From an optimization exercise on the open Yosys and OpenROAD flow, aimed at small area and a short achievable clock period; shortcuts taken in it are not production practice. For this run, only the layout was checked, not whether the RTL still works. No activity file was given, so power comes from the tool's default toggle rates.

## flow/run.sh

```bash
#!/bin/bash
# The standard layout (standard.sh), with two changes:
#  - ports are buffered with the smallest buffer, sky130_fd_sc_hd__buf_1;
#  - the clock tree is built without dummy loads.
# The make output goes to flow.log in the work folder; each ORFS step keeps its own
# log under orfs/logs/.
set -euo pipefail
export BUFFER_PORTS_ARGS="-buffer_cell sky130_fd_sc_hd__buf_1"
export CTS_ARGS="-sink_clustering_enable -repair_clock_nets -dont_use_dummy_load"
bash standard.sh > flow.log 2>&1
```

## standard.sh

```bash
#!/bin/bash
# synth_recipe.tcl (not shown) runs the flow's synth.tcl, then flattens the netlist and writes it again
# the make line also repeats each setting of config.mk as NAME=value (left out here)
make -C /OpenROAD-flow-scripts/flow DESIGN_CONFIG=/design/flow/config.mk WORK_HOME=/design/flow/orfs CLKGATE_MAP_FILE= SYNTH_SCRIPT=/design/flow/synth_recipe.tcl "${@:-finish}"
```

## config.mk

```make
export PLATFORM = sky130hd
export DESIGN_NAME = mul8_top
export DESIGN_NICKNAME = mul8_top
export VERILOG_FILES = /design/flow/design.v
export SDC_FILE = /design/flow/constraint.sdc
export NUM_CORES = 4
export LEC_CHECK = 0
export CAP_MARGIN = 20
export CORE_MARGIN = 2
export CORE_UTILIZATION = 40
export SLEW_MARGIN = 20
export SYNTH_HIERARCHICAL = 1
export SYNTH_MINIMUM_KEEP_SIZE = 0
```

## constraint.sdc

```tcl
create_clock -name core_clock -period 5.0 [get_ports {clk}]
set_input_delay 1.0000 -clock core_clock [delete_from_list [all_inputs] [get_ports {clk}]]
set_output_delay 1.0000 -clock core_clock [all_outputs]
set_load 0.01 [all_outputs]
```

## design.v

```verilog
module mul8_top (
    input  logic        clk,
    input  logic [ 7:0] i_A,
    input  logic [ 7:0] i_B,
    output logic [15:0] o_result
);
    logic [ 7:0] a_q;
    logic [ 7:0] b_q;
    logic [15:0] product;
    r4mbe_dadda_multiplier_8bit mult_i (
        .i_A     (a_q),
        .i_B     (b_q),
        .o_result(product)
    );
    always_ff @(posedge clk) begin
        a_q      <= i_A;
        b_q      <= i_B;
        o_result <= product;
    end
endmodule

module HA (
    input  logic a,
    input  logic b,
    output logic s,
    output logic cout
);
    assign s = a ^ b;
    assign cout = a & b;
endmodule
module HAN (
    input  logic a,
    input  logic b,
    output logic s,
    output logic cout
);
    assign s = ~(a ^ b);
    assign cout = a | b;
endmodule
module FA (
    input  logic a,
    input  logic b,
    input  logic cin,
    output logic s,
    output logic cout
);
    assign s = a ^ b ^ cin;
    assign cout = (a & b) | (a & cin) | (b & cin);
endmodule
module r4mbe_dadda_multiplier_8bit (
    input  logic [ 7:0] i_A,
    input  logic [ 7:0] i_B,
    output logic [15:0] o_result
);
    wire pp0_0 = ~(i_A[0] & i_B[0]);
    wire pp0_1 = ~(i_A[0] & i_B[1]);
    wire pp0_2 = ~(i_A[0] & i_B[2]);
    wire pp0_3 = ~(i_A[0] & i_B[3]);
    wire pp0_4 = ~(i_A[0] & i_B[4]);
    wire pp0_5 = ~(i_A[0] & i_B[5]);
    wire pp0_6 = ~(i_A[0] & i_B[6]);
    wire pp0_7 = ~(i_A[0] & i_B[7]);
    wire pp1_0 = ~(i_A[1] & i_B[0]);
    wire pp1_1 = ~(i_A[1] & i_B[1]);
    wire pp1_2 = ~(i_A[1] & i_B[2]);
    wire pp1_3 = ~(i_A[1] & i_B[3]);
    wire pp1_4 = ~(i_A[1] & i_B[4]);
    wire pp1_5 = ~(i_A[1] & i_B[5]);
    wire pp1_6 = ~(i_A[1] & i_B[6]);
    wire pp1_7 = ~(i_A[1] & i_B[7]);
    wire pp2_0 = ~(i_A[2] & i_B[0]);
    wire pp2_1 = ~(i_A[2] & i_B[1]);
    wire pp2_2 = ~(i_A[2] & i_B[2]);
    wire pp2_3 = ~(i_A[2] & i_B[3]);
    wire pp2_4 = ~(i_A[2] & i_B[4]);
    wire pp2_5 = ~(i_A[2] & i_B[5]);
    wire pp2_6 = ~(i_A[2] & i_B[6]);
    wire pp2_7 = ~(i_A[2] & i_B[7]);
    wire pp3_0 = ~(i_A[3] & i_B[0]);
    wire pp3_1 = ~(i_A[3] & i_B[1]);
    wire pp3_2 = ~(i_A[3] & i_B[2]);
    wire pp3_3 = ~(i_A[3] & i_B[3]);
    wire pp3_4 = ~(i_A[3] & i_B[4]);
    wire pp3_5 = ~(i_A[3] & i_B[5]);
    wire pp3_6 = ~(i_A[3] & i_B[6]);
    wire pp3_7 = ~(i_A[3] & i_B[7]);
    wire pp4_0 = ~(i_A[4] & i_B[0]);
    wire pp4_1 = ~(i_A[4] & i_B[1]);
    wire pp4_2 = ~(i_A[4] & i_B[2]);
    wire pp4_3 = ~(i_A[4] & i_B[3]);
    wire pp4_4 = ~(i_A[4] & i_B[4]);
    wire pp4_5 = ~(i_A[4] & i_B[5]);
    wire pp4_6 = ~(i_A[4] & i_B[6]);
    wire pp4_7 = ~(i_A[4] & i_B[7]);
    wire pp5_0 = ~(i_A[5] & i_B[0]);
    wire pp5_1 = ~(i_A[5] & i_B[1]);
    wire pp5_2 = ~(i_A[5] & i_B[2]);
    wire pp5_3 = ~(i_A[5] & i_B[3]);
    wire pp5_4 = ~(i_A[5] & i_B[4]);
    wire pp5_5 = ~(i_A[5] & i_B[5]);
    wire pp5_6 = ~(i_A[5] & i_B[6]);
    wire pp5_7 = ~(i_A[5] & i_B[7]);
    wire pp6_0 = ~(i_A[6] & i_B[0]);
    wire pp6_1 = ~(i_A[6] & i_B[1]);
    wire pp6_2 = ~(i_A[6] & i_B[2]);
    wire pp6_3 = ~(i_A[6] & i_B[3]);
    wire pp6_4 = ~(i_A[6] & i_B[4]);
    wire pp6_5 = ~(i_A[6] & i_B[5]);
    wire pp6_6 = ~(i_A[6] & i_B[6]);
    wire pp6_7 = ~(i_A[6] & i_B[7]);
    wire pp7_0 = ~(i_A[7] & i_B[0]);
    wire pp7_1 = ~(i_A[7] & i_B[1]);
    wire pp7_2 = ~(i_A[7] & i_B[2]);
    wire pp7_3 = ~(i_A[7] & i_B[3]);
    wire pp7_4 = ~(i_A[7] & i_B[4]);
    wire pp7_5 = ~(i_A[7] & i_B[5]);
    wire pp7_6 = ~(i_A[7] & i_B[6]);
    wire pp7_7 = ~(i_A[7] & i_B[7]);
    wire s0, c1;
    HAN u_s0 (.a(pp0_6), .b(pp1_5), .s(s0), .cout(c1));
    wire s2, c3;
    FA u_s2 (.a(pp0_7), .b(pp1_6), .cin(pp2_5), .s(s2), .cout(c3));
    wire s4, c5;
    HAN u_s4 (.a(pp3_4), .b(pp4_3), .s(s4), .cout(c5));
    wire s6, c7;
    FA u_s6 (.a(pp1_7), .b(pp2_6), .cin(pp3_5), .s(s6), .cout(c7));
    wire s8, c9;
    HAN u_s8 (.a(pp4_4), .b(pp5_3), .s(s8), .cout(c9));
    wire s10, c11;
    FA u_s10 (.a(pp2_7), .b(pp3_6), .cin(pp4_5), .s(s10), .cout(c11));
    wire s12, c13;
    HAN u_s12 (.a(pp0_4), .b(pp1_3), .s(s12), .cout(c13));
    wire s14, c15;
    FA u_s14 (.a(pp0_5), .b(pp1_4), .cin(pp2_3), .s(s14), .cout(c15));
    wire s16, c17;
    HAN u_s16 (.a(pp3_2), .b(pp4_1), .s(s16), .cout(c17));
    wire s18, c19;
    FA u_s18 (.a(pp2_4), .b(pp3_3), .cin(pp4_2), .s(s18), .cout(c19));
    wire s20, c21;
    FA u_s20 (.a(pp5_1), .b(pp6_0), .cin(s0), .s(s20), .cout(c21));
    wire s22, c23;
    FA u_s22 (.a(pp5_2), .b(pp6_1), .cin(pp7_0), .s(s22), .cout(c23));
    wire s24, c25;
    FA u_s24 (.a(c1), .b(s4), .cin(s2), .s(s24), .cout(c25));
    wire s26, c27;
    FA u_s26 (.a(pp6_2), .b(pp7_1), .cin(c5), .s(s26), .cout(c27));
    wire s28, c29;
    FA u_s28 (.a(s8), .b(c3), .cin(s6), .s(s28), .cout(c29));
    wire s30, c31;
    FA u_s30 (.a(pp5_4), .b(pp6_3), .cin(pp7_2), .s(s30), .cout(c31));
    wire s32, c33;
    FA u_s32 (.a(c9), .b(c7), .cin(s10), .s(s32), .cout(c33));
    wire s34, c35;
    FA u_s34 (.a(pp3_7), .b(pp4_6), .cin(pp5_5), .s(s34), .cout(c35));
    wire s36, c37;
    FA u_s36 (.a(pp6_4), .b(pp7_3), .cin(c11), .s(s36), .cout(c37));
    wire s38, c39;
    FA u_s38 (.a(pp4_7), .b(pp5_6), .cin(pp6_5), .s(s38), .cout(c39));
    wire s40, c41;
    HAN u_s40 (.a(pp0_3), .b(pp1_2), .s(s40), .cout(c41));
    wire s42, c43;
    FA u_s42 (.a(pp2_2), .b(pp3_1), .cin(pp4_0), .s(s42), .cout(c43));
    wire s44, c45;
    FA u_s44 (.a(pp5_0), .b(c13), .cin(s16), .s(s44), .cout(c45));
    wire s46, c47;
    FA u_s46 (.a(c17), .b(c15), .cin(s18), .s(s46), .cout(c47));
    wire s48, c49;
    FA u_s48 (.a(c19), .b(s22), .cin(c21), .s(s48), .cout(c49));
    wire s50, c51;
    FA u_s50 (.a(c23), .b(s26), .cin(c25), .s(s50), .cout(c51));
    wire s52, c53;
    FA u_s52 (.a(s30), .b(c27), .cin(c29), .s(s52), .cout(c53));
    wire s54, c55;
    FA u_s54 (.a(c31), .b(s34), .cin(c33), .s(s54), .cout(c55));
    wire s56, c57;
    FA u_s56 (.a(pp7_4), .b(c35), .cin(s38), .s(s56), .cout(c57));
    wire s58, c59;
    FA u_s58 (.a(pp5_7), .b(pp6_6), .cin(pp7_5), .s(s58), .cout(c59));
    wire s60, c61;
    HAN u_s60 (.a(pp0_2), .b(pp1_1), .s(s60), .cout(c61));
    wire s62, c63;
    FA u_s62 (.a(pp2_1), .b(pp3_0), .cin(s40), .s(s62), .cout(c63));
    wire s64, c65;
    FA u_s64 (.a(c41), .b(s12), .cin(s42), .s(s64), .cout(c65));
    wire s66, c67;
    FA u_s66 (.a(c43), .b(s14), .cin(s44), .s(s66), .cout(c67));
    wire s68, c69;
    FA u_s68 (.a(c45), .b(s20), .cin(s46), .s(s68), .cout(c69));
    wire s70, c71;
    FA u_s70 (.a(c47), .b(s24), .cin(s48), .s(s70), .cout(c71));
    wire s72, c73;
    FA u_s72 (.a(s28), .b(c49), .cin(s50), .s(s72), .cout(c73));
    wire s74, c75;
    FA u_s74 (.a(s32), .b(c51), .cin(s52), .s(s74), .cout(c75));
    wire s76, c77;
    FA u_s76 (.a(s36), .b(c53), .cin(s54), .s(s76), .cout(c77));
    wire s78, c79;
    FA u_s78 (.a(c37), .b(s56), .cin(c55), .s(s78), .cout(c79));
    wire s80, c81;
    FA u_s80 (.a(c39), .b(s58), .cin(c57), .s(s80), .cout(c81));
    wire s82, c83;
    FA u_s82 (.a(pp6_7), .b(pp7_6), .cin(c59), .s(s82), .cout(c83));
    wire [15:0] ra = {1'b1, pp7_7, s82, s80, s78, c75, c73, c71, c69, c67, c65, c63, c61, pp2_0, pp0_1, pp0_0};
    wire [15:0] rb = {1'b1, c83, c81, c79, c77, s76, s74, s72, s70, s68, s66, s64, s62, s60, pp1_0, 1'b1};
    assign o_result = ~(ra + rb + 16'd1);
endmodule
```

==> flow_summary.yaml <==
setup_path:
  cp_slowest_cell: "fa_1"
  crit_chain: "nand2_1 -> fa_1 -> fa_1 -> fa_1 -> fa_1 -> ha_1 -> a21o_1 -> a2bb2oi_1 -> nor2b_1 -> and4b_1 -> nor3_1"
  worstSetupStartpointType: "flop"
  cp_max_fo: 8
  reg2reg_to: "o_result[12]"
  reg2reg_depth: 11
  max_stage_delay_ps: 510
  crit_path_frequent_cell: "fa_1"
  critPathTopFamily: "adder cells"
  path_buf_inv: 0
  crit_type: "reg -> reg"
  arrival_ps: 4020
  rr_startpoint: "a_q[1]"
  r2r_slack_ps: 1150
  endpoint_kind: "flop"
  cp.required_ps: 5160
  cp.depth: 11
pwr:
  ir_worst_vdd_uv: 242
  p_per_area_nw_per_um2: 466
  cellLeakagePower_nw: 1.19
worst_hold_path:
  hp-class: "reg -> reg"
  hold_end: "o_result[0]"
  min-delay-start: "b_q[0]"
  whs_path_depth: 1
die:
  core_um2: 5990
  initial_utilization_pct: 42.0
  core.rowCount: 28
  io_pins: 33
  die_x_um: 83.3
  die_h_um: 83.3
  die-area_um2: 6940
route:
  drt_iter0_drc: 88
  drt-wirelength-per-cell_um: 12.3
  vias_per_cell: 4.94
  detail-route-antenna-nets: 0
  num_vias: 1829
  wl_um: 4550
  drc: 0
  first_pass_iters: 4
cells_and_area:
  multi_input_area_um2: 1710
  drive_above_1_share_pct: 3.39
  area_growth_pct: 9.30
  ff_latch_area_um2: 641
  diodes: 0
  nets: 371
  num-fill-cells: 603
sta:
  final.period_utilization_pct: 77.1
  finalSetupTns_ps: 0
  postLayoutSetupSlackWorst_ps: 1150
  max_freq_mhz: 259
  finClkSkew_ps: 14.1
  grt_setup_unrepaired: "no"
  post-route-min-period_ps: 3850
  setup_viol: 0
  hold_viol: 0
  max_slew_margin_pct: 75.2
  tightest_slew_ps: 368
  slew_violations: 0
  whs_ps: 606
yosys:
  synth_edf_count: 0
  yosys_warnings: 7
  synth_area_per_cell_um2: 9.28
  yosys.area_share.xor_xnor_pct: 3.13
  syn_area_um2: 2510
  syn_inst: 271
  syn-num-nets: 345
  synth_fa_ha_area_share_pct: 39.1
  synthFlopType: "dfxtp_1"
  synth_top_family_by_area: "adder cells"
  synth_compound_area_share_pct: 8.36
  synth_simple_gate_area_share_pct: 16.7
  synth-seq-area-share_pct: 25.5
  synth_mux_area_share_pct: 0.846
  ys_ff_latch: 32
  async_reset_ff_share_pct: 0
  synth_cell_type_count: 33
clock_tree:
  clk_pin_slew_worst_paths_ps: 70
  htree_num_levels: 2
  clk_root_buffer_cell: "clkbuf_8"
  cts_sinks: 32
  clk_path_buf_depth: 2
  hold_buffers: 0
  post_cts_buffers: 0
  clk_latency_ps: 280
  cts_made_buffers: 5
  cts_tree: "yes"
  cts.repair.resized: 0
placement:
  dp_slack_ps: 1140
  place_hpwl_um: 3720
  io_buffers: 32
  gp_congestion: 0.859
global_route:
  grt_pass1_vias: 1923
  grt.total_usage_pct: 14.9
  overflow: 0
  grt_pass1_wl_um: 8400
  grt_antenna_before_repair: 0
  grt_max_degree: 13
run_status:
  status: "complete, no violations"
run:
  cap_violations: 0
[logic make-up after synthesis]
kind of cell | count (synthesis)
buf+inv | 43
fa+ha+maj | 57
simple gates | 97
mux | 2
flops | 32
compound gates | 31
xor+xnor | 9
[cells in the mapped netlist (2+ instances only)]
cell type,number,area (um^2)
nand2b_1,5,31.3
clkbuf_1,13,48.8
nand2_1,70,263
nand3_1,2,10.0
and3_1,2,12.5
nor2_1,4,15.0
xor2_1,4,35.0
inv_1,30,113
a21oi_1,12,60.1
xnor2_1,5,43.8
dfxtp_1,32,641
nor3_1,4,20.0
and2_1,5,31.3
a21oi_2,2,17.5
a21o_1,4,30.0
o21ai_0,5,25.0
fa_1,36,721
ha_1,21,263
[worst reg2reg max path: cells and delay by family (launching register included)]
kind	cells	cell delay (ps)
AOI/OAI and AO/OA	2	450
adders and majority gates	5	2230
DFF	1	470
and+or+nand+nor	4	590
[per-stage QoR]
| stage | area [um^2] | instances | util, % | total power, mW |
|---|---|---|---|---|
| after floorplan | 2510 | 271 | - | 0.954 |
| after global placement | 2680 | 365 | 44.7 | 1.11 |
| after detailed placement | 2680 | 365 | 44.7 | 1.11 |
| after CTS | 2750 | 370 | 45.9 | 1.30 |
| after global routing | 2750 | 370 | 45.9 | 1.43 |
| final | 2750 | 370 | 45.9 | 1.28 |
[sequential cells by signal, indices dropped and copies added, names as in the netlist]
| register | flops |
|---|---|
| a_q | 8 |
| b_q | 8 |
| o_result | 16 |
[routing by layer]
layer	up-vias	GRT usage (%)	wire [um]
met3	6	3.08	135
met4	0	3.87	63
met1	896	19.1	2100
met5	-	0	0
li1	896	-	-
met2	31	25.4	2260
[layout make-up]
| class | count | area share (%) |
|---|---|---|
| well taps | 75 | 3.41 |
| inverters | 30 | 4.10 |
| multi-input cells | 196 | 62.3 |
| clock buffers | 5 | 2.50 |
| repair buffers | 32 | 4.37 |
| flip-flops and latches | 32 | 23.3 |
[Yosys stat by module (local to each module, per instance)]
module / cells / times used / area (um^2)
HAN: 5 / 7 / 27.5
mul8_top: 32 / 1 / 641
r4mbe_dadda_multiplier_8bit: 169 / 1 / 981
FA: 1 / 35 / 20.0
[how the worst max path moves through the flow]
| stage | startpoint | endpoint | slack [ps] |
|---|---|---|---|
| floorplan | b_q[7] | o_result[12] | 1400 |
| global placement | b_q[6] | o_result[12] | 1200 |
| detailed placement | b_q[6] | o_result[12] | 1140 |
| CTS | b_q[6] | o_result[12] | 1110 |
| global route | b_q[7] | o_result[14] | 900 |
| finish | a_q[1] | o_result[12] | 1150 |
[power by group]
group,switching (mW),total [mW],internal (mW),leakage (nW)
registers,0.0267,0.351,0.325,0.270
logic,0.422,0.753,0.331,0.884
clock network,0.0877,0.177,0.0896,0.0359
[cell usage in the layout (no fill, tap or decap), types with 2 or more instances in the layout]
cell,instances
and2_1,5
a21o_1,4
o21ai_0,5
nand2b_1,5
dfxtp_1,32
buf_1,32
ha_1,21
clkbuf_8,5
a21oi_1,12
nand3_1,2
nor3_1,4
nor2_1,4
inv_1,30
xnor2_1,5
xor2_1,4
and3_1,2
fa_1,36
nand2_1,70
a21oi_2,2

afterwards: timing with drivers on the ports:
No port has a modelled driver above. Below, the same layout with a new extraction and two added sets of constraints. Step 1: set_driving_cell puts a clkbuf_16 on clk and a buf_2 on each other input, an assumption about the parent block. Step 2 also shifts input and output timing later by t, the mid clock arrival at the registers, as if the neighbouring blocks saw the same clock. a / b / c = ideal ports / drivers / drivers and shift; a / b = the first two.
t (ns): 0.300
setup WS [ns]: 1.146 / 1.146 / 1.146
slew at the worst register clock pin (ns): 0.07 / 0.07
After both steps this run still meets setup and hold. The setup slack of this run moves by 0.000 ns with the drivers and by 0.000 ns with both steps.
